Source: an optimization exercise on an open RTL-to-GDS flow (aim: a short achievable clock period and few clock cycles). Production flows keep margins and buffers that such runs may drop.
Only simulation tests tie the RTL to the original design; equivalence was not proved.

==> inputs of harbor <==
Design pipe, start of the top module:
module pipe(
    input  wire        clk,
    input  wire        rst,
    input  wire [31:0] InstrF,
    output wire [31:0] PC,
    output wire        MemWriteM,
    output wire [31:0] ALUResultM,
    output wire [31:0] BM,
    input  wire [31:0] ReadDataM
);
    reg  [31:2] pcF;
    reg         vD;
    reg  [31:0] insD;
    reg  [31:2] pcD, pc1D, altD;
    reg         predTD;
    reg         wrE, ldE, stE, brE, jrE, predTE;
    reg  [4:0]  rdE;
    reg  [2:0]  f3E;
    reg  [31:0] aE, bE, sdE;
    reg  [31:2] pcE, pc1E, altE;
    reg         sAddE, sSubE, sSllE, sSltE, sSltuE, sXorE, sSrE, sSraE, sOrE, sAndE, sLinkE;
    reg         wrM, ldM, MemWriteM_r;
    reg  [4:0]  rdM;
    reg  [31:0] ALUResultM_r, BM_r;
    reg  [31:0] rf [1:31];
    reg  [1:0]  bhc [0:63];
    reg         bhv [0:63];
    assign PC         = {pcF, 2'b00};
    assign MemWriteM  = MemWriteM_r;
    assign ALUResultM = ALUResultM_r;
    assign BM         = BM_r;
    wire [31:0] sumE  = aE + bE;
    wire [31:0] difE  = aE - bE;
    wire        eqE   = (aE == bE);
    wire        ltuE, ltE;
    cmp32 cmpE (.a(aE), .b(bE), .ltu(ltuE), .lt(ltE));
    wire [31:0] sllE  = aE << bE[4:0];
    wire [31:0] srE   = aE >> bE[4:0];
    wire [31:0] sraE  = $signed(aE) >>> bE[4:0];
    wire [31:0] resE =
          ({32{sAddE}}  & sumE)
        | ({32{sSubE}}  & difE[31:0])
        | ({32{sSllE}}  & sllE)
        | ({32{sSltE}}  & {31'b0, ltE})
        | ({32{sSltuE}} & {31'b0, ltuE})
        | ({32{sXorE}}  & (aE ^ bE))
        | ({32{sSrE}}   & srE)
        | ({32{sSraE}}  & sraE)
        | ({32{sOrE}}   & (aE | bE))
        | ({32{sAndE}}  & (aE & bE))
        | ({32{sLinkE}} & {pc1E, 2'b00});
    reg takenE;
    always @(*) begin
        case (f3E)
            3'b000:  takenE = eqE;
            3'b001:  takenE = ~eqE;
            3'b100:  takenE = ltE;
            3'b101:  takenE = ~ltE;
            3'b110:  takenE = ltuE;
            default: takenE = ~ltuE;
  ...
make LEC_CHECK=0 CAP_MARGIN=20 CORE_MARGIN=2 CORE_UTILIZATION=40 SETUP_SLACK_MARGIN=4.5 SLEW_MARGIN=20 TNS_END_PERCENT=100 finish   # period 7.5 ns
run.sh (not shown) runs the stock make flow with config.mk's settings and CLKGATE_MAP_FILE= SYNTH_SCRIPT=/design/flow/synth_recipe.tcl, a recipe that flattens the netlist after the stock synthesis.
==> fjord (differences from harbor) <==
--- a/flow/design.v
+++ b/flow/design.v
@@ -28,14 +28,14 @@
     assign PC         = {pcF, 2'b00};
     assign MemWriteM  = MemWriteM_r;
     assign ALUResultM = ALUResultM_r;
     assign BM         = BM_r;
     wire [31:0] sumE  = aE + bE;
-    wire [31:0] difE  = aE - bE;
+    wire [32:0] difE  = {1'b0, aE} - {1'b0, bE};
     wire        eqE   = (aE == bE);
-    wire        ltuE, ltE;
-    cmp32 cmpE (.a(aE), .b(bE), .ltu(ltuE), .lt(ltE));
+    wire        ltuE  = difE[32];
+    wire        ltE   = (aE[31] ^ bE[31]) ? aE[31] : difE[31];
     wire [31:0] sllE  = aE << bE[4:0];
     wire [31:0] srE   = aE >> bE[4:0];
     wire [31:0] sraE  = $signed(aE) >>> bE[4:0];
     wire [31:0] resE =
           ({32{sAddE}}  & sumE)
@@ -139,24 +139,19 @@
         end
     end
     always @(posedge clk or negedge rst) begin
         if (!rst) begin
             vD     <= 1'b0;
-        end else if (redirE) begin
-            vD     <= 1'b0;
-        end else if (!stallD) begin
-            vD     <= 1'b1;
-        end
-    end
-    always @(posedge clk or negedge rst) begin
-        if (!rst) begin
             insD   <= 32'b0;
             pcD    <= 30'b0;
             pc1D   <= 30'b0;
             altD   <= 30'b0;
             predTD <= 1'b0;
+        end else if (redirE) begin
+            vD     <= 1'b0;
         end else if (!stallD) begin
+            vD     <= 1'b1;
             insD   <= InstrF;
             pcD    <= pcF;
             pc1D   <= pc1F;
             altD   <= altF;
             predTD <= pTF;
@@ -216,70 +211,23 @@
             for (i = 1; i < 32; i = i + 1) rf[i] <= 32'b0;
         end else if (wrM) begin
             rf[rdM] <= mvalM;
         end
     end
-    reg       brM, tkM, ptM;
-    reg [5:0] bixM;
-    always @(posedge clk or negedge rst) begin
-        if (!rst) begin
-            brM <= 1'b0; tkM <= 1'b0; ptM <= 1'b0; bixM <= 6'b0;
-        end else begin
-            brM <= brE; tkM <= takenE; ptM <= predTE; bixM <= pcE[7:2];
-        end
-    end
+    wire [5:0] bixE = pcE[7:2];
     always @(posedge clk or negedge rst) begin
         if (!rst) begin
             for (i = 0; i < 64; i = i + 1) begin
                 bhv[i] <= 1'b0;
                 bhc[i] <= 2'b00;
             end
-        end else if (brM) begin
-            bhv[bixM] <= 1'b1;
-            if (!bhv[bixM])
-                bhc[bixM] <= tkM ? (ptM ? 2'b11 : 2'b10) : (ptM ? 2'b01 : 2'b00);
-            else if (tkM && bhc[bixM] != 2'b11)
-                bhc[bixM] <= bhc[bixM] + 2'b01;
-            else if (!tkM && bhc[bixM] != 2'b00)
-                bhc[bixM] <= bhc[bixM] - 2'b01;
+        end else if (brE) begin
+            bhv[bixE] <= 1'b1;
+            if (!bhv[bixE])
+                bhc[bixE] <= takenE ? (predTE ? 2'b11 : 2'b10) : (predTE ? 2'b01 : 2'b00);
+            else if (takenE && bhc[bixE] != 2'b11)
+                bhc[bixE] <= bhc[bixE] + 2'b01;
+            else if (!takenE && bhc[bixE] != 2'b00)
+                bhc[bixE] <= bhc[bixE] - 2'b01;
         end
     end
 endmodule
-module cmp32 (
-    input  wire [31:0] a,
-    input  wire [31:0] b,
-    output wire        ltu,
-    output wire        lt
-);
-    wire [31:0] l0 = ~a & b;
-    wire [31:0] e0 = ~(a ^ b);
-    wire        ls = a[31] & ~b[31];
-    function [1:0] comb;    
-        input lh, eh, ll, el;
-        comb = {lh | (eh & ll), eh & el};
-    endfunction
-    genvar k;
-    wire [15:0] l1, e1;
-    wire [7:0]  l2, e2;
-    wire [3:0]  l3, e3;
-    wire [1:0]  l4, e4;
-    generate
-        for (k = 0; k < 16; k = k + 1) begin : g1
-            assign {l1[k], e1[k]} = comb(l0[2*k+1], e0[2*k+1], l0[2*k], e0[2*k]);
-        end
-        for (k = 0; k < 8; k = k + 1) begin : g2
-            assign {l2[k], e2[k]} = comb(l1[2*k+1], e1[2*k+1], l1[2*k], e1[2*k]);
-        end
-        for (k = 0; k < 4; k = k + 1) begin : g3
-            assign {l3[k], e3[k]} = comb(l2[2*k+1], e2[2*k+1], l2[2*k], e2[2*k]);
-        end
-        for (k = 0; k < 2; k = k + 1) begin : g4
-            assign {l4[k], e4[k]} = comb(l3[2*k+1], e3[2*k+1], l3[2*k], e3[2*k]);
-        end
-    endgenerate
-    assign ltu = l4[1] | (e4[1] & l4[0]);
-    wire l1s = ls | (e0[31] & l0[30]);
-    wire l2s = l1s | (e1[15] & l1[14]);
-    wire l3s = l2s | (e2[7] & l2[6]);
-    wire l4s = l3s | (e3[3] & l3[2]);
-    assign lt = l4s | (e4[1] & l4[0]);
-endmodule
Settings changed: SETUP_SLACK_MARGIN 4.5 to unset, TNS_END_PERCENT 100 to unset.
==> run notes <==
post-synthesis xor/xnor area fraction -> 1.93%
sequence of cells on the critical path -> buf_6 -> and2_1 -> o21ai_1 -> a222oi_1 -> o2111ai_1 -> nor2_2 -> mux2_4 -> o32ai_4 -> o31ai_4 -> buf_6 -> buf_6 -> buf_12 -> buf_12 -> mux2i_4 -> mux2i_1 -> a21oi_1
fin area -> 0.115 mm2
# Taps -> 2871
DIE AREA -> 0.224 mm2
status -> no timing/DRC/antenna violations
most used cell, CP -> buf_6
Worst slew margin -> 6.86%
-- figures above: harbor

==> run notes <==
status -> no timing/DRC/antenna violations
met2 wire len -> 177 mm
Clock Tree Buf Depth -> 3
Worst slew margin -> 11.2%
DIE AREA -> 0.222 mm2
Seq/Total Area, Yosys -> 45.1%
CTS sink cnt -> 1573
most used cell, CP -> nor2_1
GRT Util Overall -> 40.2%
Post-synth EDFFs -> 0
Sequential Area -> 0.0394 mm2
post-synthesis xor/xnor area fraction -> 1.91%
fin area -> 0.0994 mm2
-- figures above: fjord

Testbench counts of harbor, summed over its fixed seeds: cycles 25,020.
Testbench counts of fjord, summed over its fixed seeds: cycles 25,020.

[what the ideal ports hide]
How much do the figures lean on ideal ports? The routed layouts below were timed once more, with nothing changed but the port constraints.
Step 1: set_driving_cell puts a clkbuf_16 on clk and a buf_2 on each other input, an assumption about the parent block.
Step 2, shift: input delay + t, output delay - t, t = (earliest + latest rising clock arrival at the registers) / 2. This alone moves slack from input paths to output paths.
Slacks: ideal / step 1 / step 2; pairs: ideal / step 1.
run | shift t [ns] | setup WS [ns] | hold WS [ns] | clock arrival spread, ns | worst data-port slew with drivers (ns)
harbor | 0.947 | 3.428 / 3.428 / 2.779 | 0.331 / 0.331 / 0.331 | 0.068 / 0.067 | 0.09
fjord | 0.952 | 0.552 / 0.552 / 0.552 | 0.319 / 0.319 / 0.319 | 0.106 / 0.106 | 0.09
After both steps every run listed still meets setup and hold. The setup slack of harbor, which loses most, moves by 0.000 ns with the drivers and by -0.649 ns with both steps.
